Context: an optimization exercise on an open-source flow, tuned for small area, a short achievable clock period and few clock cycles per item. The choices shown serve that exercise and are no tape-out recipe.
At most, simulation tests tie the RTL to the original design; equivalence was not proved.
The clock port is modelled as an ideal driver, which makes a skipped or thinned clock tree look cheaper than it is; a real chip needs a root buffer or a tree.
Power figures rest on the tool's default switching activity, not on a simulated workload.

==> v13 <==
==> flow/design.v (excerpt) <==
module cpu (
    input clk,
    input rst,
    input [15:0] sw,
    output [7:0] led
);
==> module cpu, before the edit <==
module cpu (
    input clk,
    input rst,
    input [15:0] sw,
    output [7:0] led
);
    reg [7:0] n;
    wire [6:0] k = n[7:1];
    wire [6:0] m_next = n[0] ? (k + {k[5:0], 1'b0} + 7'd2) : k;
    reg [6:0] m;
    reg inc1;
    reg [5:0] res;
    wire [5:0] L_next;
    collatz_lut7 u_lut (.m(m), .L(L_next));
    always @(posedge clk) begin
        n <= sw[7:0];
        m <= m_next;
        inc1 <= n[0] & (n != 8'd85) & (n != 8'd227);
        if (rst)
            res <= 6'd0;
        else if (res == 6'd0)
            res <= L_next + {5'd0, inc1};
    end
    assign led = {2'b00, res};
endmodule
==> flow/config.mk <==
export PLATFORM = sky130hd
export DESIGN_NAME = cpu
export DESIGN_NICKNAME = cpu
export VERILOG_FILES = /design/flow/design.v
export SDC_FILE = /design/flow/constraint.sdc
export NUM_CORES = 4
export LEC_CHECK = 0
export CAP_MARGIN = 20
export CORE_MARGIN = 2
export CORE_UTILIZATION = 65
export SLEW_MARGIN = 20
==> flow/constraint.sdc <==
create_clock -name core_clock -period 8.0 [get_ports {clk}]
set_input_delay 1.6000 -clock core_clock [delete_from_list [all_inputs] [get_ports {clk}]]
set_output_delay 1.6000 -clock core_clock [all_outputs]
set_load 0.01 [all_outputs]
standard.sh (not shown) runs the stock make flow with config.mk's settings and CLKGATE_MAP_FILE= SYNTH_SCRIPT=/design/flow/synth_recipe.tcl, a recipe that flattens the netlist after the stock synthesis.
==> flow/flow/run.sh <==
#!/bin/bash
# The standard layout (standard.sh), with these changes:
# - synthesis: ABC maps the logic with this flow's abc.script instead of the
#   ORFS script, and Yosys's adder extraction is skipped so ABC sees all the
#   logic. Registers, flattening and renaming are those of the standard
#   synthesis (synth_recipe.tcl with abc_override.tcl inserted).
# - flow/env.sh sets further ORFS variables: the timing-repair target, and
#   hooks for port buffers (ports.tcl) and the clock buffer (one_buf.tcl).
set -euo pipefail
here=$(pwd)
{ head -n 1 synth_recipe.tcl; cat flow/abc_override.tcl; tail -n +2 synth_recipe.tcl; } > my_synth.tcl
export MY_ABC_SCRIPT=$here/flow/abc.script
if [[ -f flow/abc_fast.script ]]; then export MY_ABC_FAST=$here/flow/abc_fast.script; fi
if [[ -f flow/env.sh ]]; then source flow/env.sh; fi
sed -e "s#SYNTH_SCRIPT=[^ ]*#SYNTH_SCRIPT=$here/my_synth.tcl ADDER_MAP_FILE=#" standard.sh > my_standard.sh
bash my_standard.sh > flow.log 2>&1
==> flow/flow/abc.script <==
strash
dch -f
map
topo
==> flow/flow/env.sh <==
export SETUP_SLACK_MARGIN=5.55
export PRE_GLOBAL_PLACE_TCL=$here/flow/ports.tcl
export PRE_CTS_TCL=$here/flow/one_buf.tcl
==> flow/flow/ports.tcl <==
# Port buffers: buf_1 on the inputs (they feed registers directly and arrive
# with time to spare), buf_2 on the outputs (the register-to-output path is
# the design's critical path).
rename buffer_ports my_orig_buffer_ports
proc buffer_ports {args} {
  my_orig_buffer_ports -inputs -buffer_cell sky130_fd_sc_hd__buf_1
  my_orig_buffer_ports -outputs -buffer_cell sky130_fd_sc_hd__buf_2
}
Other scripts of this flow, unchanged in this note and not shown: flow/flow/abc_override.tcl, flow/flow/one_buf.tcl
==> v35 (differences from v13) <==
--- a/flow/design.v
+++ b/flow/design.v
@@ -8,7 +8,8 @@
     wire [6:0] k = n[7:1];
     wire [6:0] m_next = n[0] ? (k + {k[5:0], 1'b0} + 7'd2) : k;
     reg [6:0] m;
-    reg inc1;
+    reg inc1, inc2;
+    reg [5:0] L;
     reg [5:0] res;
     wire [5:0] L_next;
     collatz_lut7 u_lut (.m(m), .L(L_next));
@@ -16,10 +17,12 @@
         n <= sw[7:0];
         m <= m_next;
         inc1 <= n[0] & (n != 8'd85) & (n != 8'd227);
+        L <= L_next;
+        inc2 <= inc1;
         if (rst)
             res <= 6'd0;
         else if (res == 6'd0)
-            res <= L_next + {5'd0, inc1};
+            res <= L + {5'd0, inc2};
     end
     assign led = {2'b00, res};
 endmodule
--- a/flow/flow/run.sh
+++ b/flow/flow/run.sh
@@ -4,8 +4,8 @@
 #   ORFS script, and Yosys's adder extraction is skipped so ABC sees all the
 #   logic. Registers, flattening and renaming are those of the standard
 #   synthesis (synth_recipe.tcl with abc_override.tcl inserted).
-# - flow/env.sh sets further ORFS variables: the timing-repair target, and
-#   hooks for port buffers (ports.tcl) and the clock buffer (one_buf.tcl).
+# - flow/env.sh may set further ORFS variables (timing-repair target, port
+#   buffer cell).
 set -euo pipefail
 here=$(pwd)
 { head -n 1 synth_recipe.tcl; cat flow/abc_override.tcl; tail -n +2 synth_recipe.tcl; } > my_synth.tcl
==> flow/flow/abc.script (replaced) <==
strash
&get -n
&dch -f
&nf
&put
topo
==> flow/flow/env.sh (replaced) <==
export SETUP_SLACK_MARGIN=5.75
export BUFFER_PORTS_ARGS="-buffer_cell sky130_fd_sc_hd__buf_1"
export PRE_CTS_TCL=$here/flow/one_buf.tcl
- CORE_UTILIZATION: 65 -> 40
removed: flow/flow/ports.tcl
==> notes.md <==
- Between v13 and v35, the lower worst setup slack is in v13 (gap 0.12 ns).
- In v35 the sequential cell count is higher than in v13, by 7.
- In v13 the total power is lower than in v35, by about 17%.
- Of v35 and v13, v13 has the higher via count (gap 14%, measured against v13).
- Between v13 and v35, the lower sequential share of layout area is in v13 (gap 6.5 points).
- Die area: v35 is higher than v13 (about 60%).
==> figures <==
Result of the run: v35 complete, no violations; v13 complete, no violations
Hold path startpoint: v35 inc1; v13 n[1]
Sw Ratio: v35 37.2%; v13 42.6%
Cell area after layout: v35 1900 µm²; v13 1790 µm²
Area of the mapped netlist: v35 1630 µm²; v13 1560 µm²
Fraction of standard cell area in multi-input logic: v35 54.4%; v13 58.7%
Reg2reg start: v35 m[4]; v13 m[2]
WP data arrival: v35 0.63 ns; v13 2.43 ns
Area fraction in and, or, nand and nor cells after synthesis: v35 22.5%; v13 34.4%
Worst hold path endpoint: v35 inc2; v13 m[0]
Later-pin clock latency in the skew report: v35 0.16 ns; v13 0.15 ns
Final std cells w/o fill: v35 277; v13 300
Wire length after detailed routing: v35 3980 µm; v13 4260 µm
Sequential element share of the synthesized area: v35 35.7%; v13 28.2%
Testbench counts of v35, summed over its fixed seeds: cycles 10,080, jobs 2,016.
No functional check of the RTL was part of v13. In every run of this note, the design's own scripts or RTL, not TritonCTS, make the clock network.

[static timing again, ports no longer ideal]
Ports are ideal in the flow. The routed layouts listed here were re-timed in OpenROAD. Step 1: set_driving_cell puts a clkbuf_16 on clk and a buf_2 on each other input, an assumption about the parent block. Step 2 times the ports against the registers' clock, not the clock port: input delays grow and output delays shrink by t, the midpoint of the rising clock arrivals with the driver on. a / b / c = ideal ports / drivers / drivers and shift; a / b = the first two.
run | shift t [ns] | setup slack, ns | worst hold slack (ns) | worst data-port slew with drivers (ns) | cell pins on the clock port's net
v13 | 0.175 | 5.658 / 5.658 / 5.658 | 0.380 / 0.380 / 0.380 | 0.03 | 1
v35 | 0.188 | 5.773 / 5.745 / 5.910 | 0.349 / 0.349 / 0.349 | 0.03 | 1
After both steps setup and hold are still met in every run listed.
